Context: an optimization exercise on an open-source flow, tuned for small area, a short achievable clock period and few clock cycles per item. The choices shown serve that exercise and are no tape-out recipe. At most, simulation tests tie the RTL to the original design; equivalence was not proved. The RTL of run 5 was laid out without a check of its function.

**config.mk**
```make
export PLATFORM = sky130hd
export DESIGN_NAME = SIMON_64128
export DESIGN_NICKNAME = SIMON_64128
export VERILOG_FILES = /design/flow/design.v
export SDC_FILE = /design/flow/constraint.sdc
export NUM_CORES = 4
export LEC_CHECK = 0
export CAP_MARGIN = 20
export CORE_MARGIN = 2
export CORE_UTILIZATION = 40
export GPL_ROUTABILITY_DRIVEN = 0
export PLACE_DENSITY = 0.8
export SETUP_SLACK_MARGIN = 3.4
export SLEW_MARGIN = 20
```
**constraint.sdc**
```tcl
create_clock -name core_clock -period 6.0 [get_ports {clk}]
set_input_delay 1.2000 -clock core_clock [delete_from_list [all_inputs] [get_ports {clk}]]
set_output_delay 1.2000 -clock core_clock [all_outputs]
set_load 0.01 [all_outputs]
```
**standard.sh**
```bash
#!/bin/bash
# synth_recipe.tcl (not shown) runs the flow's synth.tcl, then flattens the netlist and writes it again
# the make line also repeats each setting of config.mk as NAME=value (left out here)
make -C /OpenROAD-flow-scripts/flow DESIGN_CONFIG=/design/flow/config.mk WORK_HOME=/design/flow/orfs CLKGATE_MAP_FILE= SYNTH_SCRIPT=/design/flow/synth_recipe.tcl "${@:-finish}"
```
**design.v**
```verilog
module SIMON_function
#(	parameter N = 32		)
 (	input logic [N-1:0] in,
	output logic [N-1:0] out	);
always_comb
begin
	out = ({in[N-2:0], in[N-1]} & {in[N-9:0], in[N-1:N-8]}) ^ {in[N-3:0], in[N-1:N-2]};
end
endmodule
module SIMON_round
#(	parameter N = 32		)
 (	input logic [2*N-1:0] block,
	input logic [N-1:0] key,
	output logic [2*N-1:0] out	);
logic [N-1:0] f;
SIMON_function #(N) func(.in(block[2*N-1:N]), .out(f));
always_comb
begin
	out[N-1:0] = block[2*N-1:N];
	out[2*N-1:N] = block[N-1:0] ^ key ^ f;
end
endmodule
module SIMON_keyexpansion
#(	parameter N = 32		)
 (	input logic [N-1:0] far, k1, k3,
	input logic zb,
	output logic [N-1:0] out		);
logic [N-1:0] t;
always_comb
begin
	t = {k1[2:0], k1[N-1:3]} ^ k3;
	t = t ^ {t[0], t[N-1:1]};
	out = ~far ^ t ^ {{(N-1){1'b0}}, zb} ^ 'd3;
end
endmodule
module SIMON_control
#(	parameter N = 32	)
 (	input logic clk, nR,
	input logic newData, newKey,
	input logic enc_dec, readData,
	input logic [2*N-1:0] plain,
	input logic [4*N-1:0] key,
	output logic ldData, ldKey,
	output logic doneData, doneKey,
	output logic [2*N-1:0] cipher	);
localparam logic [61:0] z = 62'b11110000101100111001010001001000000111101001100011010111011011;
localparam int LAST = 21;
logic run;		 
logic [4:0] cnt;	 
logic last;		 
logic par;		 
logic ks1, ks2;	 
logic act;		 
logic pend;		 
logic kvalid;	 
logic enc;		 
logic [2*N-1:0] P;
logic [3:0][N-1:0] A, B;
logic goKey, goData, start;
logic run_n, last_n, par_n, ks1_n, ks2_n, act_n, pend_n, kvalid_n;
logic doneKey_n, doneData_n;
logic [4:0] cnt_n;
assign goKey = newKey && ldKey;
assign goData = newData && ldData;
logic [2:0][2*N-1:0] r;
logic [1:0][N-1:0] rk;
assign rk[0] = enc ? A[2] : B[3];
assign rk[1] = enc ? A[3] : B[2];
assign r[0] = P;
genvar g;
generate
	for(g=0; g<2; g++)
	begin : rounds
		SIMON_round #(N) rd(.block(r[g]), .key(rk[g]), .out(r[g+1]));
	end
endgenerate
logic [5:0][N-1:0] af, bb;
logic [1:0] za, zbk;
function automatic logic zc(input int i);
	zc = (i >= 0 && i < 62) ? z[i] : 1'b0;
endfunction
always_comb
	for(int i=0; i<2; i++)
	begin
		za[i] = zc(2*cnt - 2 + i);
		zbk[i] = ks1 ? 1'b0 : zc(39 - 2*cnt - i);
	end
assign af[3:0] = A;
assign bb[5:2] = B;
generate
	for(g=0; g<2; g++)
	begin : ksteps
		SIMON_keyexpansion #(N) kf(.far(af[g]), .k1(af[g+3]), .k3(af[g+1]), .zb(za[g]), .out(af[g+4]));
		SIMON_keyexpansion #(N) kb(.far(bb[5-g]), .k1(bb[4-g]), .k3(bb[2-g]), .zb(zbk[g]), .out(bb[1-g]));
	end
endgenerate
always_comb
begin
	run_n = run;
	cnt_n = cnt;
	par_n = par;
	ks1_n = 1'b0;
	ks2_n = 1'b0;
	act_n = act;
	pend_n = pend;
	kvalid_n = kvalid;
	doneKey_n = doneKey || goKey;
	doneData_n = doneData && !readData;
	start = 1'b0;		 
	if(run)
	begin
		cnt_n = cnt + 5'd1;
		if(last)
		begin
			run_n = 1'b0;
			par_n = 1'b0;
			kvalid_n = 1'b1;
			act_n = 1'b0;
			if(act)	doneData_n = 1'b1;
			start = 1'b1;
		end
	end
	else if(ks1)	ks2_n = 1'b1;
	else if(ks2)
	begin
		par_n = 1'b0;
		start = 1'b1;
	end
	else
	begin
		par_n = !par;
		start = par;
	end
	if(goKey)
	begin
		kvalid_n = 1'b0;
		ks1_n = 1'b1;
		start = 1'b0;
	end
	if(goData)	pend_n = 1'b1;
	if(start && pend_n)
	begin
		run_n = 1'b1;
		cnt_n = 'b0;
		act_n = (goData ? enc_dec : enc) || kvalid_n;
		pend_n = !act_n;
	end
	last_n = run_n && (cnt_n == LAST);
end
always_ff @(posedge clk, negedge nR)
begin
	if(~nR)
	begin
		run <= 1'b0;
		cnt <= 'b0;
		last <= 1'b0;
		par <= 1'b0;
		ks1 <= 1'b0;
		ks2 <= 1'b0;
		act <= 1'b0;
		pend <= 1'b0;
		kvalid <= 1'b0;
		enc <= 1'b0;
		doneKey <= 1'b0;
		doneData <= 1'b0;
		ldKey <= 1'b0;
		ldData <= 1'b0;
	end
	else
	begin
		run <= run_n;
		cnt <= cnt_n;
		last <= last_n;
		par <= par_n;
		ks1 <= ks1_n;
		ks2 <= ks2_n;
		act <= act_n;
		pend <= pend_n;
		kvalid <= kvalid_n;
		doneKey <= doneKey_n;
		doneData <= doneData_n;
		ldKey <= !pend_n && !ks1_n && !ks2_n && (!run_n || last_n);
		ldData <= doneKey_n && !doneData_n && !pend_n && !run_n && !ks1_n && (ks2_n || par_n);
		if(ldData)	enc <= enc_dec;
	end
end
always_ff @(posedge clk)
begin
	if(ldData)	P <= enc_dec ? plain : {plain[N-1:0], plain[2*N-1:N]};
	else if(run && act)	P <= (last && !enc) ? {r[2][N-1:0], r[2][2*N-1:N]} : r[2];
end
assign cipher = P;
always_ff @(posedge clk)
begin
	if(goKey)	B <= key;
	else if(run && !last)
	begin
		if(kvalid)	B <= {B[1:0], bb[1:0]};
	end
	else if(ks1)	B <= {B[1:0], bb[1:0]};
	else if(!ks2)	B <= A;
end
always_ff @(posedge clk)
begin
	if(run && !last)	A <= af[5:2];
	else	A <= B;
end
endmodule
module SIMON_64128
#(	parameter N = 32,
	parameter M = 4		)
 (	input logic clk, nR,
	input logic newData, newKey,
	input logic enc_dec, readData,
	input logic [2*N-1:0] plain,
	input logic [M-1:0][N-1:0] key,
	output logic ldData, ldKey,
	output logic doneData, doneKey,
	output logic [2*N-1:0] cipher	);
SIMON_control #(N) control(.*);
endmodule
```
**flow/run.sh**
```bash
#!/bin/bash
# The standard layout (standard.sh, unchanged synthesis and steps), except that
# the port buffers placement inserts on every input and output are plain
# buffers (buf_2) instead of the delay cells buffer_ports picks by default;
# timing repair may still resize them.
set -euo pipefail
export BUFFER_PORTS_ARGS="-buffer_cell sky130_fd_sc_hd__buf_2"
bash standard.sh > standard.log 2>&1
```
==> results of run 1 <==
[sequential cells by signal, indices dropped and copies added (netlist names)]
| register | cells |
|---|---|
| control.A | 128 |
| control.B | 128 |
| control.P | 64 |
| control.cnt | 5 |
| control.act | 1 |
| control.doneData | 1 |
| control.doneKey | 1 |
| control.enc | 1 |
| control.ks1 | 1 |
| control.ks2 | 1 |
| control.kvalid | 1 |
| control.last | 1 |
| control.ldData | 1 |
| control.ldKey | 1 |
| control.par | 1 |
| control.pend | 1 |
| control.run | 1 |
[kinds of logic (layout without fill, tap and decap cells)]
group	after synthesis	count (layout)	share of synthesized area (%)
and+or+nand+nor	954	961	17.31
xor gates and xnor gates	592	592	24.35
AOI/OAI and AO/OA	338	338	8.567
DFF	338	338	40.50
buffers and inverters	147	373	2.678
muxes	131	131	6.079
adders and majority gates	9	9	0.5195
other	0	6	0
[cells in the final DEF (no fill, tap or decap), drive strengths merged, types with 3 or more instances in the layout]
cell    count
clkbuf     57
edfxtp    192
nand2     564
ha          9
nor2      301
dfxtp     128
a31oi      68
mux2i     129
xnor3       4
nor2b       5
a21o        3
xor2      103
buf       294
nand3       7
a21oi     113
nor3       68
clkinv      9
xnor2     484
inv        10
nand2b      7
dfrtp      18
diode       6
o21ai     134
[worst max-delay path by stage]
stage / from / end / slack [ns] / depth (start not counted)
6_report: control.run / control.B[0] / 3.37 / 4
3_5_place_dp: newKey / control.B[20] / 2.45 / 5
2_1_floorplan: control.cnt[0] / control.A[124] / 3.41 / 11
5_1_grt: control.run / control.B[0] / 3.28 / 4
3_3_place_gp: newKey / control.B[24] / 2.59 / 5
4_1_cts: newKey / control.ldKey / 3.28 / 8
[per-layer routing]
metal / global-route usage [%] / up-vias / wire (µm)
met1: 34.69 / 8853 / 29140
li1: - / 8753 / -
met4: 11.28 / 10 / 3375
met3: 4.628 / 174 / 8567
met5: 0 / - / 54
met2: 38.97 / 1210 / 32630
[per-stage QoR]
step | util [%] | area (µm²) | hold WS [ns]
after floorplan | - | 21720 | 0.4546
after global placement | 43.76 | 23500 | 0.4728
after detailed placement | 43.76 | 23500 | 0.4737
after global routing | 47.41 | 25460 | 0.5017
after CTS | 46.64 | 25050 | 0.4897
final | 47.44 | 25480 | 0.4920
[what timing repair did]
item,CTS,global route
gates cloned,5,2
hold endpoints to repair,0,0
endpoints found under the setup margin,328,111
pin swaps,5,6
setup buffers,11,7
resized for setup,29,64
[cell type report]
cell class | count | area, µm² | share of cell area [%]
clock buffer | 56 | 1110 | 4.356
inverter | 9 | 37.54 | 0.1473
clock inverter | 13 | 117.6 | 0.4616
antenna | 6 | 15.01 | 0.05893
multi-input combinational | 2031 | 12880 | 50.57
sequential | 338 | 8798 | 34.53
timing repair buffer | 295 | 1644 | 6.453
tap | 696 | 870.8 | 3.418
==> tab_implementation.tex, run 1 <==
\begin{tabular}{lr}
\hline
Metric & Value \\
\hline
\multicolumn{2}{l}{\textbf{Setup path}} \\
\quad CP max-delay cell & sky130\_fd\_sc\_hd\_\_buf\_4 \\
\quad Kind of cell with the highest combined delay on the critical path & buffers and inverters \\
\quad Peak per-stage delay on the critical path & 0.86 ns \\
\quad Startpoint kind of the worst setup timing path & flop \\
\quad Worst flop-to-flop path startpoint & control.run \\
\quad Path type of the worst setup path & flop to flop \\
\quad End of the worst register-to-register path & control.B[0] \\
\quad Worst R2R Path Depth & 4 \\
\quad Largest driver fanout on the critical path & 81 \\
\quad Number of buffer and inverter instances along the worst setup path & 1 \\
\quad Critical path cell sequence & nor2b\_4 > buf\_4 > nand2\_1 > a31oi\_1 \\
\quad Worst Path Arrival & 3.03 ns \\
\quad CP Capture Type & flop \\
\quad Data required time of the critical path & 6.39 ns \\
\quad Flop2flop setup slack & 3.37 ns \\
\multicolumn{2}{l}{\textbf{Final layout}} \\
\quad Filler cell count & 4841 \\
\quad Share of post-route cells with drive strength above 1 & 16.37\% \\
\quad Number of nets at the end of the flow & 2920 \\
\quad Layout Area Growth over Synthesis & 17.55\% \\
\quad Final Instance Count excl. Fillers & 3444 \\
\multicolumn{2}{l}{\textbf{Global routing}} \\
\quad Initial antenna violation count & 9 \\
\quad Grt ovf & 0 \\
\quad GRT Overall Usage & 25.31\% \\
\quad Vias in the first global route & 17933 \\
\quad Largest net degree at the start of global routing & 119 \\
\quad Global-route wire length before repair & 108600 µm \\
\multicolumn{2}{l}{\textbf{STA}} \\
\quad Hold violation total from the final report & 0 \\
\quad Worst slew margin relative to its limit & 29.67\% \\
\quad Worst path setup slack after routing & 3.366 ns \\
\quad Crit share post-route & 43.90\% \\
\quad Fmax & 379.6 MHz \\
\quad Slew Limit Fails & 0 \\
\quad Setup-failing EPs final & 0 \\
\quad Setup repair after global routing missed its margin & true \\
\quad Total negative setup slack & 0 ns \\
\quad Slew at the pin with the worst max-slew slack & 1.055 ns \\
\quad Setup skew after layout & 0.02757 ns \\
\quad Final critical delay including setup and external delays & 2.634 ns \\
\multicolumn{2}{l}{\textbf{Synth}} \\
\quad Yosys warns & 4 \\
\quad Avg Cell Area, Syn & 8.639 µm² \\
\quad Sequential share of the synthesized area & 40.50\% \\
\quad Prevailing post-synth register cell & sky130\_fd\_sc\_hd\_\_edfxtp\_1 \\
\quad Most common cell in the synthesized netlist & sky130\_fd\_sc\_hd\_\_nand2\_1 \\
\quad Post-synth top cells & sky130\_fd\_sc\_hd\_\_nand2\_1 (559), sky130\_fd\_sc\_hd\_\_xnor2\_1 (481), sky130\_fd\_sc\_hd\_\_nor2\_1 (301) \\
\quad Flop and latch count out of synthesis & 338 \\
\quad Library cell occupying the most area in the post-synthesis netlist & sky130\_fd\_sc\_hd\_\_edfxtp\_1 \\
\quad Synth area leaders & sky130\_fd\_sc\_hd\_\_edfxtp\_1 (27\%), sky130\_fd\_sc\_hd\_\_xnor2\_1 (19\%), sky130\_fd\_sc\_hd\_\_dfxtp\_1 (12\%) \\
\quad Synth Cell Area & 21670 µm² \\
\quad Proportion of register bits with asynchronous set or reset after synthesis & 5.325\% \\
\quad Number of distinct standard cells referenced by the synthesized netlist & 57 \\
\quad Total nets after synthesis & 2716 \\
\quad Share of the synthesized area in the top cell type & 26.60\% \\
\quad Cells after Synth & 2509 \\
\quad EDFF count, synth & 192 \\
\multicolumn{2}{l}{\textbf{Clock tree}} \\
\quad Clock buffers created by TritonCTS & 38 \\
\quad Root buf cell & sky130\_fd\_sc\_hd\_\_clkbuf\_16 \\
\quad Register clock-pin slew on the reported worst setup and hold paths & 0.06 ns \\
\quad Total of hold buffers inserted after clock tree synthesis & 0 \\
\quad Maximum level of the CTS H-tree & 2 \\
\quad Clk\_lat worst skew & 0.57 ns \\
\quad Buffers from clock root to sink, at most & 3 \\
\quad Sink Count & 338 \\
\quad TritonCTS clock tree & done \\
\multicolumn{2}{l}{\textbf{Detailed routing}} \\
\quad DR WL/cell & 21.42 µm \\
\quad 1st-iter DRT viols & 2983 \\
\quad Final Routed Wirelength & 73770 µm \\
\quad Vias per inst & 5.517 \\
\quad TritonRoute pass-1 iters & 6 \\
\quad Drc violations & 0 \\
\quad DR vias & 19000 \\
\quad Count of nets left with antenna violations after detail routing & 0 \\
\multicolumn{2}{l}{\textbf{Die}} \\
\quad Number of top-level pins & 266 \\
\quad Starting density of the core & 40.36\% \\
\quad Width of the die & 236.8 µm \\
\quad FP Rows & 85 \\
\quad Die area & 56060 µm² \\
\quad Core ar. & 53710 µm² \\
\quad Die Height & 236.8 µm \\
\multicolumn{2}{l}{\textbf{Placement}} \\
\quad Hpwl dp & 50850 µm \\
\quad Number of port buffers & 265 \\
\quad Placed Instances & 3344 \\
\quad Place WS & 2.446 ns \\
\multicolumn{2}{l}{\textbf{Hold path}} \\
\quad Classification of the worst-slack hold path & flop to flop \\
\quad Worst hold path endpoint & control.doneKey \\
\quad Cell count of the worst hold path & 1 \\
\quad Worst hold start & control.doneKey \\
\multicolumn{2}{l}{\textbf{Run status}} \\
\quad Run status & finished clean \\
\multicolumn{2}{l}{\textbf{Job}} \\
\quad Count of max-cap constraint violations & 0 \\
\hline
\end{tabular}
Testbench counts, summed over its fixed seeds: cycles 11,866, blocks 480.
==> run 2: changes to the inputs <==
--- a/config.mk
+++ b/config.mk
@@ -11,4 +11,4 @@
 export GPL_ROUTABILITY_DRIVEN = 0
 export PLACE_DENSITY = 0.8
-export SETUP_SLACK_MARGIN = 3.4
+export SETUP_SLACK_MARGIN = 3.5
 export SLEW_MARGIN = 20
==> run 2 against run 1 <==
Net effect:
- via count grew 5.0%
- still clean on timing, DRC and antenna
- area after synthesis is the same
- register-to-register slack gained 0.07 ns
- global-route usage grew 0.70 points
- sequential cell count is the same
- critical endpoint is now control.B[32]
- non-clock buffer count grew 92
- design area grew 5.1%
- critical path type unchanged
- cell count grew 2.8%
- utilization grew 2.4 points
- clock skew shrank 0.011 ns
==> tab_implementation.tex, run 2 <==
\begin{tabular}{lr}
\hline
Metric & Value \\
\hline
\multicolumn{2}{l}{\textbf{Run status}} \\
\quad Run status & finished clean \\
\multicolumn{2}{l}{\textbf{Synth}} \\
\quad Yosys warns & 4 \\
\quad Synth area leaders & sky130\_fd\_sc\_hd\_\_edfxtp\_1 (27\%), sky130\_fd\_sc\_hd\_\_xnor2\_1 (19\%), sky130\_fd\_sc\_hd\_\_dfxtp\_1 (12\%) \\
\quad Prevailing post-synth register cell & sky130\_fd\_sc\_hd\_\_edfxtp\_1 \\
\quad Post-synth top cells & sky130\_fd\_sc\_hd\_\_nand2\_1 (559), sky130\_fd\_sc\_hd\_\_xnor2\_1 (481), sky130\_fd\_sc\_hd\_\_nor2\_1 (301) \\
\quad Avg Cell Area, Syn & 8.639 µm² \\
\quad Post-Synth XOR/XNOR Area & 24.35\% \\
\quad Total nets after synthesis & 2716 \\
\quad Number of distinct standard cells referenced by the synthesized netlist & 57 \\
\quad Sequential share of the synthesized area & 40.50\% \\
\quad Dominant combinational cell family by area after synthesis & XOR/XNOR gates \\
\quad Most common cell in the synthesized netlist & sky130\_fd\_sc\_hd\_\_nand2\_1 \\
\quad Cells after Synth & 2509 \\
\quad Library cell occupying the most area in the post-synthesis netlist & sky130\_fd\_sc\_hd\_\_edfxtp\_1 \\
\quad Proportion of synthesized area in mux cells & 6.079\% \\
\quad Flop and latch count out of synthesis & 338 \\
\quad Synth Cell Area & 21670 µm² \\
\quad Proportion of register bits with asynchronous set or reset after synthesis & 5.325\% \\
\quad Area share of and/or/nand/nor cells after synthesis & 17.31\% \\
\quad Area fraction in compound gates after synthesis & 8.567\% \\
\quad Post-synthesis share of cell area spent on full adders, half adders and majority gates & 0.5195\% \\
\quad Share of the synthesized area in the top cell type & 26.60\% \\
\quad EDFF count, synth & 192 \\
\multicolumn{2}{l}{\textbf{Final layout}} \\
\quad Commonest cells after routing, fill and taps aside & sky130\_fd\_sc\_hd\_\_nand2\_1 (556), sky130\_fd\_sc\_hd\_\_xnor2\_1 (439), sky130\_fd\_sc\_hd\_\_nor2\_1 (300) \\
\quad Number of nets at the end of the flow & 3014 \\
\quad Filler cell count & 4610 \\
\quad Most common cell after layout, fill and taps aside & sky130\_fd\_sc\_hd\_\_nand2\_1 \\
\quad Share of post-route cells with drive strength above 1 & 20.71\% \\
\quad Layout Area Growth over Synthesis & 23.59\% \\
\quad Top Registers & control.A: 128 flops, control.B: 128 flops, control.P: 64 flops \\
\multicolumn{2}{l}{\textbf{Clock tree}} \\
\quad Clk\_lat worst skew & 0.56 ns \\
\quad Maximum level of the CTS H-tree & 2 \\
\quad Clock buffers created by TritonCTS & 38 \\
\quad Root buf cell & sky130\_fd\_sc\_hd\_\_clkbuf\_16 \\
\quad Buffers from clock root to sink, at most & 3 \\
\quad Total of hold buffers inserted after clock tree synthesis & 0 \\
\quad Register clock-pin slew on the reported worst setup and hold paths & 0.06 ns \\
\quad TritonCTS clock tree & done \\
\quad Sink Count & 338 \\
\multicolumn{2}{l}{\textbf{Setup path}} \\
\quad Largest driver fanout on the critical path & 6 \\
\quad Startpoint kind of the worst setup timing path & flop \\
\quad Data required time of the critical path & 6.30 ns \\
\quad Path type of the worst setup path & flop to flop \\
\quad CP Capture Type & flop \\
\quad Worst Path Arrival & 2.87 ns \\
\multicolumn{2}{l}{\textbf{Global routing}} \\
\quad Vias in the first global route & 18157 \\
\quad Initial antenna violation count & 14 \\
\quad GRT Overall Usage & 26.01\% \\
\quad Global-route wire length before repair & 110800 µm \\
\quad Largest net degree at the start of global routing & 119 \\
\quad Grt ovf & 0 \\
\multicolumn{2}{l}{\textbf{STA}} \\
\quad Slew at the pin with the worst max-slew slack & 1.174 ns \\
\quad Total negative setup slack & 0 ns \\
\quad Setup repair after global routing missed its margin & true \\
\quad Worst path setup slack after routing & 3.435 ns \\
\quad Final critical delay including setup and external delays & 2.565 ns \\
\quad Hold violation total from the final report & 0 \\
\quad Setup-failing EPs final & 0 \\
\quad Crit share post-route & 42.75\% \\
\quad Setup skew after layout & 0.01626 ns \\
\quad Worst slew margin relative to its limit & 21.76\% \\
\quad Fmax & 389.9 MHz \\
\quad Slew Limit Fails & 0 \\
\multicolumn{2}{l}{\textbf{Hold path}} \\
\quad Classification of the worst-slack hold path & flop to flop \\
\multicolumn{2}{l}{\textbf{Die}} \\
\quad Die Height & 236.8 µm \\
\quad Number of top-level pins & 266 \\
\quad Die area & 56060 µm² \\
\quad Core ar. & 53710 µm² \\
\quad Width of the die & 236.8 µm \\
\quad Starting density of the core & 40.36\% \\
\quad FP Rows & 85 \\
\multicolumn{2}{l}{\textbf{Placement}} \\
\quad Place WS & 2.119 ns \\
\quad Hpwl dp & 50730 µm \\
\quad Number of port buffers & 265 \\
\multicolumn{2}{l}{\textbf{Detailed routing}} \\
\quad Final Routed Wirelength & 79010 µm \\
\quad Drc violations & 0 \\
\quad Count of nets left with antenna violations after detail routing & 0 \\
\quad DR vias & 19950 \\
\quad DR WL/cell & 22.33 µm \\
\quad 1st-iter DRT viols & 2841 \\
\quad Vias per inst & 5.637 \\
\quad TritonRoute pass-1 iters & 6 \\
\multicolumn{2}{l}{\textbf{Job}} \\
\quad Count of max-cap constraint violations & 0 \\
\hline
\end{tabular}
## run 2: cell counts after synthesis
Identical to the previous run, type by type.
## run 2: cell families after synthesis
| kind of cell | after synthesis |
|---|---|
| AO/OA/AOI/OAI | 338 |
| XOR/XNOR | 592 |
| buffers and inverters | 147 |
| multiplexers | 131 |
| AND/OR/NAND/NOR | 954 |
| flip-flops | 338 |
| adder cells (fa/ha/maj) | 9 |
## run 2: final timing paths
kind | startpoint | slack (ns) | end | cells past startpoint
worst min register to register | control.doneKey | 0.48 | control.doneKey | 1
worst max-delay path | control.cnt[2] | 3.44 | control.B[32] | 10
max in group asynchronous | nR | 5.10 | control.run | 1
worst min-delay path | control.doneKey | 0.48 | control.doneKey | 1
worst max register to register | control.cnt[2] | 3.44 | control.B[32] | 10
min in group asynchronous | nR | 0.57 | control.ldKey | 1
## run 2: layout make-up
cell class	instances	area (µm²)	area share, %
inverter	9	48.80	0.1822
tap	696	870.8	3.251
sequential	338	8801	32.85
timing repair buffer	387	2437	9.099
clock inverter	11	81.33	0.3036
antenna	9	22.52	0.08407
clock buffer	56	1100	4.106
multi-input combinational	2033	13430	50.12
## run 2: critical path, stage by stage (launching register included)
cell and delay (ns):
sky130_fd_sc_hd__dfrtp_4 0.45, sky130_fd_sc_hd__clkinvlp_4 0.17, sky130_fd_sc_hd__ha_2 0.40, sky130_fd_sc_hd__inv_1 0.10, sky130_fd_sc_hd__nor3_1 0.23, sky130_fd_sc_hd__a221oi_1 0.09, sky130_fd_sc_hd__o22a_2 0.30, sky130_fd_sc_hd__xor2_2 0.20
sky130_fd_sc_hd__nor2_1 0.06, sky130_fd_sc_hd__a21oi_1 0.20, sky130_fd_sc_hd__o21ai_1 0.09
## run 2: routing by layer
layer / wire, µm / part of all wire [%] / vias to the layer above / GRT usage (%)
met2: 34960 / 44 / 1366 / 40.86
met3: 10730 / 14 / 266 / 6.027
met5: 74 / 0.094 / - / 0
met1: 29370 / 37 / 9345 / 34.81
li1: - / - / 8959 / -
met4: 3882 / 4.9 / 14 / 9.973
## run 2: timing repair
| action | in CTS | in global routing |
|---|---|---|
| pin swaps | 9 | 19 |
| setup buffers | 50 | 54 |
| resized for setup | 71 | 113 |
| gates cloned | 8 | 5 |
| endpoints found under the setup margin | 393 | 147 |
## run 2: metrics by stage
| step | util [%] | cell area (µm²) | hold WS [ns] | instances |
|---|---|---|---|---|
| 3_3_place_gp | 43.78 | 23520 | 0.4727 | 3346 |
| 4_1_cts | 47.58 | 25550 | 0.4880 | 3471 |
| 5_1_grt | 49.84 | 26770 | 0.5173 | 3530 |
| 3_5_place_dp | 43.78 | 23520 | 0.4698 | 3346 |
| 6_report | 49.88 | 26790 | 0.4850 | 3539 |
| 2_1_floorplan | - | 21740 | 0.4546 | 2509 |
==> run 3: changes to the inputs <==
==> flow/run.sh (replaced) <==
#!/bin/bash
# The standard layout (standard.sh, unchanged synthesis and steps), except that
# the port buffers placement inserts on every input and output are plain
# buffers (buf_1) instead of the delay cells buffer_ports picks by default;
# timing repair may still resize them.
set -euo pipefail
export BUFFER_PORTS_ARGS="-buffer_cell sky130_fd_sc_hd__buf_1"
bash standard.sh > standard.log 2>&1
--- a/config.mk
+++ b/config.mk
@@ -9,6 +9,4 @@
 export CORE_MARGIN = 2
 export CORE_UTILIZATION = 40
-export GPL_ROUTABILITY_DRIVEN = 0
-export PLACE_DENSITY = 0.8
-export SETUP_SLACK_MARGIN = 3.5
+export SETUP_SLACK_MARGIN = 3.3
 export SLEW_MARGIN = 20
==> run 3 against run 2 <==
Net effect:
- hold slack lost 0.0042 ns
- critical path depth is the same
- clock skew grew 0.018 ns
- critical endpoint is now control.A[125]
- largest cell class unchanged
- highest routed layer is now met4
==> tab_implementation.tex, run 3 <==
\begin{tabular}{lr}
\hline
Metric & Value \\
\hline
\multicolumn{2}{l}{\textbf{Run status}} \\
\quad Run status & finished clean \\
\multicolumn{2}{l}{\textbf{Synth}} \\
\quad Post-synth top cells & sky130\_fd\_sc\_hd\_\_nand2\_1 (559), sky130\_fd\_sc\_hd\_\_xnor2\_1 (481), sky130\_fd\_sc\_hd\_\_nor2\_1 (301) \\
\quad Synth area leaders & sky130\_fd\_sc\_hd\_\_edfxtp\_1 (27\%), sky130\_fd\_sc\_hd\_\_xnor2\_1 (19\%), sky130\_fd\_sc\_hd\_\_dfxtp\_1 (12\%) \\
\quad Avg Cell Area, Syn & 8.639 µm² \\
\quad Proportion of register bits with asynchronous set or reset after synthesis & 5.325\% \\
\quad Prevailing post-synth register cell & sky130\_fd\_sc\_hd\_\_edfxtp\_1 \\
\quad Cells after Synth & 2509 \\
\quad Synth Cell Area & 21670 µm² \\
\quad Flop and latch count out of synthesis & 338 \\
\quad Total nets after synthesis & 2716 \\
\quad Number of distinct standard cells referenced by the synthesized netlist & 57 \\
\quad Yosys warns & 4 \\
\quad Library cell occupying the most area in the post-synthesis netlist & sky130\_fd\_sc\_hd\_\_edfxtp\_1 \\
\quad Sequential share of the synthesized area & 40.50\% \\
\quad EDFF count, synth & 192 \\
\quad Share of the synthesized area in the top cell type & 26.60\% \\
\quad Most common cell in the synthesized netlist & sky130\_fd\_sc\_hd\_\_nand2\_1 \\
\multicolumn{2}{l}{\textbf{Hold path}} \\
\quad Classification of the worst-slack hold path & flop to flop \\
\quad Cell count of the worst hold path & 2 \\
\multicolumn{2}{l}{\textbf{STA}} \\
\quad Worst slew margin relative to its limit & 30.91\% \\
\quad Setup repair after global routing missed its margin & true \\
\quad Hold violation total from the final report & 0 \\
\quad Total negative setup slack & 0 ns \\
\quad Fmax & 378.7 MHz \\
\quad Setup-failing EPs final & 0 \\
\quad Crit share post-route & 44.01\% \\
\quad Worst path setup slack after routing & 3.360 ns \\
\quad Slew Limit Fails & 0 \\
\quad Setup skew after layout & 0.03393 ns \\
\quad Final critical delay including setup and external delays & 2.640 ns \\
\quad Slew at the pin with the worst max-slew slack & 1.036 ns \\
\quad Minimum hold slack & 0.4808 ns \\
\multicolumn{2}{l}{\textbf{Die}} \\
\quad Die area & 56060 µm² \\
\quad FP Rows & 85 \\
\quad Number of top-level pins & 266 \\
\quad Starting density of the core & 40.36\% \\
\quad Width of the die & 236.8 µm \\
\quad Core ar. & 53710 µm² \\
\quad Die Height & 236.8 µm \\
\multicolumn{2}{l}{\textbf{Placement}} \\
\quad Hpwl dp & 52790 µm \\
\quad Number of port buffers & 265 \\
\quad Post-place instance area & 23200 µm² \\
\quad Placed Instances & 3347 \\
\quad Last weighted congestion value of the routability-driven placer & 0.9088 \\
\quad Place WS & 2.299 ns \\
\multicolumn{2}{l}{\textbf{Detailed routing}} \\
\quad 1st-iter DRT viols & 2318 \\
\quad DR vias & 18806 \\
\quad DR WL/cell & 22.19 µm \\
\quad Vias per inst & 5.461 \\
\quad Drc violations & 0 \\
\quad Count of nets left with antenna violations after detail routing & 0 \\
\quad TritonRoute pass-1 iters & 6 \\
\quad Final Routed Wirelength & 76410 µm \\
\multicolumn{2}{l}{\textbf{Global routing}} \\
\quad Initial antenna violation count & 0 \\
\quad GRT Overall Usage & 26.62\% \\
\quad Grt ovf & 0 \\
\quad Largest net degree at the start of global routing & 93 \\
\quad Global-route wire length before repair & 112900 µm \\
\quad Vias in the first global route & 17900 \\
\multicolumn{2}{l}{\textbf{Setup path}} \\
\quad Path type of the worst setup path & flop to flop \\
\quad Startpoint kind of the worst setup timing path & flop \\
\quad Largest driver fanout on the critical path & 6 \\
\quad Data required time of the critical path & 6.51 ns \\
\quad CP Capture Type & flop \\
\quad Worst R2R Path Depth & 10 \\
\quad Worst Path Arrival & 3.15 ns \\
\multicolumn{2}{l}{\textbf{Final layout}} \\
\quad Post-route cell area & 25170 µm² \\
\quad Top Registers & control.A: 128 flops, control.B: 128 flops, control.P: 64 flops \\
\quad Core occupancy in the finished layout & 46.86\% \\
\quad Layout Area Growth over Synthesis & 16.12\% \\
\quad Most common cell after layout, fill and taps aside & sky130\_fd\_sc\_hd\_\_nand2\_1 \\
\quad Diode insertion count for antenna repair & 0 \\
\quad Share of post-route cells with drive strength above 1 & 6.514\% \\
\quad Commonest cells after routing, fill and taps aside & sky130\_fd\_sc\_hd\_\_nand2\_1 (556), sky130\_fd\_sc\_hd\_\_xnor2\_1 (458), sky130\_fd\_sc\_hd\_\_nor2\_1 (300) \\
\quad Number of nets at the end of the flow & 2924 \\
\quad Final Instance Count excl. Fillers & 3444 \\
\quad Filler cell count & 5259 \\
\multicolumn{2}{l}{\textbf{Clock tree}} \\
\quad Sink Count & 338 \\
\quad Maximum level of the CTS H-tree & 2 \\
\quad Clock buffers created by TritonCTS & 39 \\
\quad Clk\_lat worst skew & 0.58 ns \\
\quad Buffers from clock root to sink, at most & 3 \\
\quad TritonCTS clock tree & done \\
\quad Root buf cell & sky130\_fd\_sc\_hd\_\_clkbuf\_16 \\
\quad Register clock-pin slew on the reported worst setup and hold paths & 0.06 ns \\
\multicolumn{2}{l}{\textbf{Job}} \\
\quad Count of max-cap constraint violations & 0 \\
\hline
\end{tabular}
-- run 3: metal layers --
metal | share of wire (%) | up-vias | track usage, %
met5 | 0 | - | 0
met4 | 2.2 | 0 | 7.614
met3 | 10 | 93 | 5.654
met2 | 44 | 1011 | 40.23
met1 | 44 | 8942 | 38.24
li1 | - | 8760 | -
-- run 3: final timing paths --
check                                     from              to  slack, ns
worst max-delay path            control.cnt[0]  control.A[125]       3.36
worst min-delay path             control.A[66]    control.A[2]       0.48
worst max register to register  control.cnt[0]  control.A[125]       3.36
worst min register to register   control.A[66]    control.A[2]       0.48
max in group asynchronous                   nR     control.enc       5.03
min in group asynchronous                   nR  control.cnt[2]       0.59
-- run 3: repair_timing --
action                                  in CTS  in global routing
pin swaps                                    6                  4
gates cloned                                 5                  1
gates resized for setup                     28                 46
hold buffers                                 0                  0
endpoints found under the setup margin     325                 95
buffers inserted                            15                  4
-- run 3: logic make-up after synthesis --
logic type | Yosys count | synth area share (%)
buf+inv | 147 | 2.678
compound gates | 338 | 8.567
xor+xnor | 592 | 24.35
flops | 338 | 40.50
simple gates | 954 | 17.31
mux | 131 | 6.079
fa+ha+maj | 9 | 0.5195
-- run 3: critical path, stage by stage (launching register included) --
cell,delay [ns]
sky130_fd_sc_hd__dfrtp_4,0.51
sky130_fd_sc_hd__buf_12,0.14
sky130_fd_sc_hd__nor3_4,0.28
sky130_fd_sc_hd__xnor2_4,0.20
sky130_fd_sc_hd__mux2_4,0.32
sky130_fd_sc_hd__a311o_1,0.28
sky130_fd_sc_hd__o2111ai_2,0.12
sky130_fd_sc_hd__xnor2_2,0.22
sky130_fd_sc_hd__buf_4,0.17
sky130_fd_sc_hd__xnor3_1,0.19
sky130_fd_sc_hd__o21ai_1,0.12
-- run 3: layout make-up --
type	instances	area (µm²)	area share (%)
Tap cell	696	870.8	3.460
Sequential cell	338	8798	34.96
Multi-Input combinational cell	2030	12780	50.77
Clock buffer	63	1234	4.902
Inverter	9	37.54	0.1491
Clock inverter	9	88.84	0.3530
Timing Repair Buffer	299	1360	5.404
==> run 4: changes to the inputs <==
--- a/config.mk
+++ b/config.mk
@@ -9,4 +9,6 @@
 export CORE_MARGIN = 2
 export CORE_UTILIZATION = 40
-export SETUP_SLACK_MARGIN = 3.3
+export GPL_ROUTABILITY_DRIVEN = 0
+export PLACE_DENSITY = 0.8
+export SETUP_SLACK_MARGIN = 3.45
 export SLEW_MARGIN = 20
==> run 4 against run 3 <==
Net effect:
- area after synthesis is the same
- synthesized cell count is the same
- still clean on timing, DRC and antenna
- critical endpoint is now control.P[53]
- sequential cell count is the same
- cell count grew 0.73%
- worst setup slack gained 0.038 ns
- hold slack gained 0.016 ns
- highest routed layer is now met5
==> tab_implementation.tex, run 4 <==
\begin{tabular}{lr}
\hline
Metric & Value \\
\hline
\multicolumn{2}{l}{\textbf{Clock tree}} \\
\quad Root buf cell & sky130\_fd\_sc\_hd\_\_clkbuf\_16 \\
\quad Sink Count & 338 \\
\quad TritonCTS clock tree & done \\
\quad Maximum level of the CTS H-tree & 2 \\
\quad Clk\_lat worst skew & 0.56 ns \\
\quad Buffers from clock root to sink, at most & 3 \\
\quad Clock buffers created by TritonCTS & 39 \\
\quad Total of hold buffers inserted after clock tree synthesis & 0 \\
\quad Register clock-pin slew on the reported worst setup and hold paths & 0.06 ns \\
\multicolumn{2}{l}{\textbf{STA}} \\
\quad Total negative setup slack & 0 ns \\
\quad Worst path setup slack after routing & 3.398 ns \\
\quad Setup-failing EPs final & 0 \\
\quad Worst slew margin relative to its limit & 25.69\% \\
\quad Setup skew after layout & 0.01264 ns \\
\quad Crit share post-route & 43.37\% \\
\quad Slew Limit Fails & 0 \\
\quad Hold violation total from the final report & 0 \\
\quad Setup repair after global routing missed its margin & true \\
\quad Slew at the pin with the worst max-slew slack & 1.115 ns \\
\quad Fmax & 384.3 MHz \\
\quad Final critical delay including setup and external delays & 2.602 ns \\
\multicolumn{2}{l}{\textbf{Setup path}} \\
\quad Flop2flop setup slack & 3.40 ns \\
\quad CP Capture Type & flop \\
\quad End of the worst register-to-register path & control.P[53] \\
\quad Worst flop-to-flop path startpoint & control.enc \\
\quad Path type of the worst setup path & flop to flop \\
\quad Largest driver fanout on the critical path & 6 \\
\quad Worst R2R Path Depth & 8 \\
\quad Data required time of the critical path & 6.26 ns \\
\quad Worst Path Arrival & 2.87 ns \\
\quad Startpoint kind of the worst setup timing path & flop \\
\multicolumn{2}{l}{\textbf{Final layout}} \\
\quad Share of post-route cells with drive strength above 1 & 8.700\% \\
\quad Layout Area Growth over Synthesis & 18.28\% \\
\quad Number of nets at the end of the flow & 2946 \\
\quad Most common cell after layout, fill and taps aside & sky130\_fd\_sc\_hd\_\_nand2\_1 \\
\quad Final Instance Count excl. Fillers & 3469 \\
\quad Filler cell count & 4917 \\
\quad Commonest cells after routing, fill and taps aside & sky130\_fd\_sc\_hd\_\_nand2\_1 (556), sky130\_fd\_sc\_hd\_\_xnor2\_1 (446), sky130\_fd\_sc\_hd\_\_nor2\_1 (300) \\
\quad Top Registers & control.A: 128 flops, control.B: 128 flops, control.P: 64 flops \\
\multicolumn{2}{l}{\textbf{Global routing}} \\
\quad Largest net degree at the start of global routing & 116 \\
\quad Global-route wire length before repair & 110200 µm \\
\quad GRT Overall Usage & 25.84\% \\
\quad Initial antenna violation count & 6 \\
\quad Vias in the first global route & 17980 \\
\quad Grt ovf & 0 \\
\multicolumn{2}{l}{\textbf{Synth}} \\
\quad Proportion of synthesized area in mux cells & 6.079\% \\
\quad Sequential share of the synthesized area & 40.50\% \\
\quad Post-Synth XOR/XNOR Area & 24.35\% \\
\quad Most common cell in the synthesized netlist & sky130\_fd\_sc\_hd\_\_nand2\_1 \\
\quad Number of distinct standard cells referenced by the synthesized netlist & 57 \\
\quad Library cell occupying the most area in the post-synthesis netlist & sky130\_fd\_sc\_hd\_\_edfxtp\_1 \\
\quad Cells after Synth & 2509 \\
\quad Post-synth top cells & sky130\_fd\_sc\_hd\_\_nand2\_1 (559), sky130\_fd\_sc\_hd\_\_xnor2\_1 (481), sky130\_fd\_sc\_hd\_\_nor2\_1 (301) \\
\quad Avg Cell Area, Syn & 8.639 µm² \\
\quad Synth Cell Area & 21670 µm² \\
\quad Dominant combinational cell family by area after synthesis & XOR/XNOR gates \\
\quad Area share of and/or/nand/nor cells after synthesis & 17.31\% \\
\quad Area fraction in compound gates after synthesis & 8.567\% \\
\quad Yosys warns & 4 \\
\quad Proportion of register bits with asynchronous set or reset after synthesis & 5.325\% \\
\quad Total nets after synthesis & 2716 \\
\quad Share of the synthesized area in the top cell type & 26.60\% \\
\quad Prevailing post-synth register cell & sky130\_fd\_sc\_hd\_\_edfxtp\_1 \\
\quad Post-synthesis share of cell area spent on full adders, half adders and majority gates & 0.5195\% \\
\quad EDFF count, synth & 192 \\
\quad Synth area leaders & sky130\_fd\_sc\_hd\_\_edfxtp\_1 (27\%), sky130\_fd\_sc\_hd\_\_xnor2\_1 (19\%), sky130\_fd\_sc\_hd\_\_dfxtp\_1 (12\%) \\
\quad Flop and latch count out of synthesis & 338 \\
\multicolumn{2}{l}{\textbf{Die}} \\
\quad Starting density of the core & 40.36\% \\
\quad Core ar. & 53710 µm² \\
\quad Die area & 56060 µm² \\
\quad Die Height & 236.8 µm \\
\quad Width of the die & 236.8 µm \\
\quad Number of top-level pins & 266 \\
\quad FP Rows & 85 \\
\multicolumn{2}{l}{\textbf{Detailed routing}} \\
\quad 1st-iter DRT viols & 2821 \\
\quad Final Routed Wirelength & 75650 µm \\
\quad Vias per inst & 5.548 \\
\quad Count of nets left with antenna violations after detail routing & 0 \\
\quad DR WL/cell & 21.81 µm \\
\quad TritonRoute pass-1 iters & 6 \\
\quad Drc violations & 0 \\
\quad DR vias & 19247 \\
\multicolumn{2}{l}{\textbf{Placement}} \\
\quad Place WS & 2.383 ns \\
\quad Number of port buffers & 265 \\
\quad Placed Instances & 3343 \\
\quad Hpwl dp & 51020 µm \\
\multicolumn{2}{l}{\textbf{Run status}} \\
\quad Run status & finished clean \\
\multicolumn{2}{l}{\textbf{Hold path}} \\
\quad Worst hold start & control.A[70] \\
\quad Classification of the worst-slack hold path & flop to flop \\
\quad Cell count of the worst hold path & 2 \\
\quad Worst hold path endpoint & control.A[6] \\
\multicolumn{2}{l}{\textbf{Job}} \\
\quad Count of max-cap constraint violations & 0 \\
\hline
\end{tabular}
-- run 4: cell counts after synthesis --
Identical to the previous run, type by type.
-- run 4: cells by family after synthesis --
family / after synthesis
buffers and inverters: 147
and+or+nand+nor: 954
DFF: 338
xor gates and xnor gates: 592
AOI/OAI and AO/OA: 338
muxes: 131
adders and majority gates: 9
-- run 4: timing repair --
action | in CTS | in global routing
resized for setup | 75 | 53
gates cloned | 7 | 1
buffers inserted | 18 | 25
pin swaps | 4 | 5
endpoints found under the setup margin | 336 | 103
-- run 4: metrics by stage --
| step | utilization [%] | instance area [µm²] | hold WS, ns |
|---|---|---|---|
| after global routing | 47.72 | 25630 | 0.5173 |
| after global placement | 43.15 | 23170 | 0.4762 |
| after floorplan | - | 21730 | 0.4546 |
| after CTS | 46.67 | 25070 | 0.4775 |
| final | 47.73 | 25640 | 0.4966 |
| after detailed placement | 43.16 | 23180 | 0.4767 |
-- run 4: worst max-delay path by stage --
| stage | slack [ns] | startpoint | cells past startpoint | to |
|---|---|---|---|---|
| global placement | 2.44 | newKey | 8 | control.ldKey |
| detailed placement | 2.38 | newKey | 8 | control.ldKey |
| global route | 3.36 | control.B[68] | 8 | control.B[0] |
| floorplan | 3.41 | enc_dec | 4 | control.P[14] |
| CTS | 3.39 | control.enc | 9 | control.P[24] |
| finish | 3.40 | control.enc | 8 | control.P[53] |
-- run 4: final cells by class --
type | count | area (µm²) | share of cell area, %
clock buffers | 63 | 1210 | 4.720
repair buffers | 320 | 1533 | 5.979
well taps | 696 | 870.8 | 3.397
clock inverters | 9 | 62.56 | 0.2440
flip-flops and latches | 338 | 8800 | 34.33
multi-input cells | 2031 | 13120 | 51.16
diodes | 3 | 7.507 | 0.02928
inverters | 9 | 37.54 | 0.1464
-- run 4: metal layers --
metal	track usage, %	vias to the layer above	wire, µm
met5	0	-	43
met4	9.225	8	2650
met3	5.677	162	9419
met2	40.74	1284	34040
met1	34.92	8993	29500
li1	-	8800	-
-- run 4: worst max-delay path, stage by stage (launching register included) --
cell and delay [ns]:
sky130_fd_sc_hd__dfrtp_4 0.45, sky130_fd_sc_hd__buf_12 0.16, sky130_fd_sc_hd__mux2i_1 0.56, sky130_fd_sc_hd__xnor2_2 0.25, sky130_fd_sc_hd__xnor2_1 0.27, sky130_fd_sc_hd__xnor2_1 0.17, sky130_fd_sc_hd__nor2_1 0.06, sky130_fd_sc_hd__nor3_1 0.28
sky130_fd_sc_hd__a21oi_1 0.07
==> run 5: changes to the inputs <==
--- a/design.v
+++ b/design.v
@@ -57,5 +57,11 @@
 logic [2*N-1:0] P;
 logic [3:0][N-1:0] A, B;
+logic a_fwd;	 
+logic b_bwd;	 
+logic b_hold;	 
+logic p_run;	 
+logic p_swap;	 
 logic goKey, goData, start;
+logic enc_n;
 logic run_n, last_n, par_n, ks1_n, ks2_n, act_n, pend_n, kvalid_n;
 logic doneKey_n, doneData_n;
@@ -147,4 +153,5 @@
 	end
 	last_n = run_n && (cnt_n == LAST);
+	enc_n = ldData ? enc_dec : enc;
 end
 always_ff @(posedge clk, negedge nR)
@@ -166,4 +173,9 @@
 		ldKey <= 1'b0;
 		ldData <= 1'b0;
+		a_fwd <= 1'b0;
+		b_bwd <= 1'b0;
+		b_hold <= 1'b0;
+		p_run <= 1'b0;
+		p_swap <= 1'b0;
 	end
 	else
@@ -182,5 +194,10 @@
 		ldKey <= !pend_n && !ks1_n && !ks2_n && (!run_n || last_n);
 		ldData <= doneKey_n && !doneData_n && !pend_n && !run_n && !ks1_n && (ks2_n || par_n);
-		if(ldData)	enc <= enc_dec;
+		enc <= enc_n;
+		a_fwd <= run_n && !last_n;
+		b_bwd <= (run_n && !last_n && kvalid_n) || ks1_n;
+		b_hold <= (run_n && !last_n && !kvalid_n) || ks2_n;
+		p_run <= run_n && act_n;
+		p_swap <= last_n && !enc_n;
 	end
 end
@@ -188,5 +205,5 @@
 begin
 	if(ldData)	P <= enc_dec ? plain : {plain[N-1:0], plain[2*N-1:N]};
-	else if(run && act)	P <= (last && !enc) ? {r[2][N-1:0], r[2][2*N-1:N]} : r[2];
+	else if(p_run)	P <= p_swap ? {r[2][N-1:0], r[2][2*N-1:N]} : r[2];
 end
 assign cipher = P;
@@ -194,14 +211,10 @@
 begin
 	if(goKey)	B <= key;
-	else if(run && !last)
-	begin
-		if(kvalid)	B <= {B[1:0], bb[1:0]};
-	end
-	else if(ks1)	B <= {B[1:0], bb[1:0]};
-	else if(!ks2)	B <= A;
+	else if(b_bwd)	B <= {B[1:0], bb[1:0]};
+	else if(!b_hold)	B <= A;
 end
 always_ff @(posedge clk)
 begin
-	if(run && !last)	A <= af[5:2];
+	if(a_fwd)	A <= af[5:2];
 	else	A <= B;
 end
==> flow/run.sh (replaced) <==
#!/bin/bash
# The standard layout (standard.sh, unchanged synthesis and steps), except that
# the port buffers placement inserts on every input and output are plain
# buffers (buf_2) instead of the delay cells buffer_ports picks by default;
# timing repair may still resize them.
set -euo pipefail
export BUFFER_PORTS_ARGS="-buffer_cell sky130_fd_sc_hd__buf_2"
bash standard.sh > standard.log 2>&1
--- a/config.mk
+++ b/config.mk
@@ -9,6 +9,4 @@
 export CORE_MARGIN = 2
 export CORE_UTILIZATION = 40
-export GPL_ROUTABILITY_DRIVEN = 0
-export PLACE_DENSITY = 0.8
-export SETUP_SLACK_MARGIN = 3.45
+export SETUP_SLACK_MARGIN = 3.6
 export SLEW_MARGIN = 20
==> run 5 against run 4 <==
Net effect:
- die area is 2.2% higher
- sequential cell count is 5 higher
- largest cell class unchanged
- area after synthesis is 2.2% higher
- hold slack better by 0.024 ns
- clock-buffer cell count is 1 lower
- synthesized cell count is 14% lower
- register-to-register slack better by 0.05 ns
- non-clock buffer count is 112 higher
==> tab_implementation.tex, run 5 <==
\begin{tabular}{lr}
\hline
Metric & Value \\
\hline
\multicolumn{2}{l}{\textbf{Die}} \\
\quad FP Rows & 86 \\
\quad Die area & 57300 µm² \\
\quad Width of the die & 239.4 µm \\
\quad Core ar. & 54990 µm² \\
\quad Number of top-level pins & 266 \\
\quad Die Height & 239.4 µm \\
\quad Starting density of the core & 40.30\% \\
\multicolumn{2}{l}{\textbf{Synth}} \\
\quad Yosys warns & 4 \\
\quad Sequential share of the synthesized area & 40.18\% \\
\quad EDFF count, synth & 192 \\
\quad Most common cell in the synthesized netlist & sky130\_fd\_sc\_hd\_\_xnor2\_1 \\
\quad Share of the synthesized area in the top cell type & 26.02\% \\
\quad Flop and latch count out of synthesis & 343 \\
\quad Cells after Synth & 2154 \\
\quad Total nets after synthesis & 2361 \\
\quad Number of distinct standard cells referenced by the synthesized netlist & 59 \\
\quad Synth area leaders & sky130\_fd\_sc\_hd\_\_edfxtp\_1 (26\%), sky130\_fd\_sc\_hd\_\_xnor2\_1 (14\%), sky130\_fd\_sc\_hd\_\_dfxtp\_1 (12\%) \\
\quad Library cell occupying the most area in the post-synthesis netlist & sky130\_fd\_sc\_hd\_\_edfxtp\_1 \\
\quad Synth Cell Area & 22160 µm² \\
\quad Prevailing post-synth register cell & sky130\_fd\_sc\_hd\_\_edfxtp\_1 \\
\quad Proportion of register bits with asynchronous set or reset after synthesis & 6.706\% \\
\quad Post-synth top cells & sky130\_fd\_sc\_hd\_\_xnor2\_1 (366), sky130\_fd\_sc\_hd\_\_mux2i\_1 (227), sky130\_fd\_sc\_hd\_\_nor2\_1 (206) \\
\quad Avg Cell Area, Syn & 10.29 µm² \\
\multicolumn{2}{l}{\textbf{Setup path}} \\
\quad Number of buffer and inverter instances along the worst setup path & 3 \\
\quad Total number of cells along the worst setup path & 9 \\
\quad Path type of the worst setup path & flop to flop \\
\quad Worst setup path endpoint & control.P[22] \\
\quad Data required time of the critical path & 6.30 ns \\
\quad Kind of cell with the highest combined delay on the critical path & XOR/XNOR gates \\
\quad Worst R2R Path Depth & 9 \\
\quad Flop2flop setup slack & 3.45 ns \\
\quad Startpoint kind of the worst setup timing path & flop \\
\quad Largest driver fanout on the critical path & 5 \\
\quad Origin of the worst setup path & control.enc \\
\quad Critical path cell sequence & buf\_12 > buf\_6 > buf\_8 > mux2i\_4 > xnor3\_2 > nor2\_2 > xnor2\_1 > nor2\_1 > o31a\_1 \\
\quad CP Capture Type & flop \\
\quad End of the worst register-to-register path & control.P[22] \\
\quad Worst flop-to-flop path startpoint & control.enc \\
\quad CP max-delay cell & sky130\_fd\_sc\_hd\_\_dfrtp\_4 \\
\quad Worst Path Arrival & 2.86 ns \\
\quad Peak per-stage delay on the critical path & 0.49 ns \\
\multicolumn{2}{l}{\textbf{Clock tree}} \\
\quad Root buf cell & sky130\_fd\_sc\_hd\_\_clkbuf\_16 \\
\quad Buffers from clock root to sink, at most & 3 \\
\quad Register clock-pin slew on the reported worst setup and hold paths & 0.06 ns \\
\quad Sink Count & 343 \\
\quad Maximum level of the CTS H-tree & 2 \\
\quad TritonCTS clock tree & done \\
\quad Clk\_lat worst skew & 0.57 ns \\
\quad Clock buffers created by TritonCTS & 39 \\
\multicolumn{2}{l}{\textbf{Final layout}} \\
\quad Most common cell after layout, fill and taps aside & sky130\_fd\_sc\_hd\_\_xnor2\_1 \\
\quad Layout Area Growth over Synthesis & 26.02\% \\
\quad Core occupancy in the finished layout & 50.79\% \\
\quad Number of nets at the end of the flow & 2717 \\
\quad Commonest cells after routing, fill and taps aside & sky130\_fd\_sc\_hd\_\_xnor2\_1 (301), sky130\_fd\_sc\_hd\_\_buf\_2 (260), sky130\_fd\_sc\_hd\_\_edfxtp\_1 (192) \\
\quad Share of post-route cells with drive strength above 1 & 30.81\% \\
\quad Top Registers & control.A: 128 flops, control.B: 128 flops, control.P: 64 flops \\
\multicolumn{2}{l}{\textbf{Global routing}} \\
\quad Initial antenna violation count & 1 \\
\quad GRT Overall Usage & 24.99\% \\
\quad Largest net degree at the start of global routing & 136 \\
\quad Vias in the first global route & 17152 \\
\quad Grt ovf & 0 \\
\quad Global-route wire length before repair & 107700 µm \\
\multicolumn{2}{l}{\textbf{STA}} \\
\quad Slew Limit Fails & 0 \\
\quad Slew at the pin with the worst max-slew slack & 1.128 ns \\
\quad Fmax & 392.0 MHz \\
\quad Hold violation total from the final report & 0 \\
\quad Total negative setup slack & 0 ns \\
\quad Setup-failing EPs final & 0 \\
\quad Setup skew after layout & 0.02303 ns \\
\quad Crit share post-route & 42.51\% \\
\quad Worst slew margin relative to its limit & 24.83\% \\
\quad Final critical delay including setup and external delays & 2.551 ns \\
\quad Minimum hold slack & 0.5204 ns \\
\quad Worst path setup slack after routing & 3.449 ns \\
\quad Setup repair after global routing missed its margin & true \\
\multicolumn{2}{l}{\textbf{Job}} \\
\quad Count of max-cap constraint violations & 0 \\
\multicolumn{2}{l}{\textbf{Placement}} \\
\quad Number of port buffers & 265 \\
\quad Last weighted congestion value of the routability-driven placer & 0.8933 \\
\quad Place WS & 2.826 ns \\
\quad Hpwl dp & 51830 µm \\
\multicolumn{2}{l}{\textbf{Detailed routing}} \\
\quad DR vias & 17570 \\
\quad Drc violations & 0 \\
\quad Vias per inst & 5.340 \\
\quad 1st-iter DRT viols & 1842 \\
\quad Count of nets left with antenna violations after detail routing & 0 \\
\quad DR WL/cell & 22.36 µm \\
\quad TritonRoute pass-1 iters & 6 \\
\quad Final Routed Wirelength & 73580 µm \\
\multicolumn{2}{l}{\textbf{Run status}} \\
\quad Run status & finished clean \\
\multicolumn{2}{l}{\textbf{Hold path}} \\
\quad Cell count of the worst hold path & 1 \\
\quad Classification of the worst-slack hold path & flop to flop \\
\hline
\end{tabular}
[run 5: cell type report]
type / instances / area (µm²)
Tap cell: 748 / 935.9
Inverter: 12 / 76.32
Clock inverter: 10 / 56.30
Clock buffer: 62 / 1144
Multi-Input combinational cell: 1682 / 13890
Sequential cell: 343 / 8932
Antenna cell: 1 / 2.502
Fill cell: 4958 / 27060
Timing Repair Buffer: 432 / 2890
[run 5: cell families after synthesis]
group                      after synthesis  synth area share, %
xor gates and xnor gates               555                24.25
AOI/OAI and AO/OA                      308                7.928
muxes                                  323                15.15
DFF                                    343                40.18
and+or+nand+nor                        487                9.531
adders and majority gates                9               0.5082
buffers and inverters                  129                2.456
[run 5: how the worst min path moves through the flow]
stage | start | to | slack, ns
after floorplan | control.kvalid | control.kvalid | 0.50
after global placement | control.doneKey | control.doneKey | 0.49
after detailed placement | control.doneKey | control.doneKey | 0.49
after CTS | control.doneKey | control.doneKey | 0.52
after global routing | control.doneKey | control.doneKey | 0.53
final | control.doneKey | control.doneKey | 0.52
[run 5: timing repair]
| action | in CTS | in global routing |
|---|---|---|
| endpoints found under the hold margin | 0 | 0 |
| gates resized for setup | 153 | 105 |
| setup endpoints to repair | 197 | 122 |
| buffers inserted | 121 | 32 |
| hold buffers | 0 | 0 |
| pin swaps | 52 | 52 |
| cloned | 2 | 0 |
[run 5: metrics by stage]
step,std cells,cell area (µm²)
2_1_floorplan,2154,22300
3_3_place_gp,3062,24140
3_5_place_dp,3062,24140
4_1_cts,3257,27050
5_1_grt,3289,27920
6_report,3290,27930
[run 5: layer usage]
metal  GRT usage (%)  share of wire (%)
met1           36.48                 46
met4           5.076                1.8
met5               0              0.018
met2           39.26                 45
met3           3.676                7.2

## static timing again, ports no longer ideal
No port has a modelled driver above. Below, the same layouts with a new extraction and two added sets of constraints. Step 1 sets driving cells, clkbuf_16 on the clock port and buf_2 on the other inputs (assumed; they add their load-dependent delay and slew). Step 2, shift: input delay + t, output delay - t, t = (earliest + latest rising clock arrival at the registers) / 2. This alone moves slack from input paths to output paths. Three values: no drivers, after step 1, after step 2; two values: the first two.
| run | shift t [ns] | setup WS [ns] | worst setup path after step 2 | slew at the worst register clock pin (ns) |
|---|---|---|---|---|
| run 1 | 0.617 | 3.366 / 3.356 / 2.935 | input to register | 0.07 / 0.07 |
| run 2 | 0.609 | 3.435 / 3.435 / 3.028 | input to register | 0.07 / 0.07 |
| run 3 | 0.623 | 3.360 / 3.326 / 2.780 | input to register | 0.06 / 0.06 |
| run 4 | 0.613 | 3.398 / 3.396 / 2.931 | input to register | 0.06 / 0.06 |
| run 5 | 0.619 | 3.449 / 3.449 / 3.000 | input to register | 0.06 / 0.06 |
After both steps setup and hold are still met in every run listed. The setup slack of run 3, which loses most, moves by -0.034 ns with the drivers and by -0.580 ns with both steps.
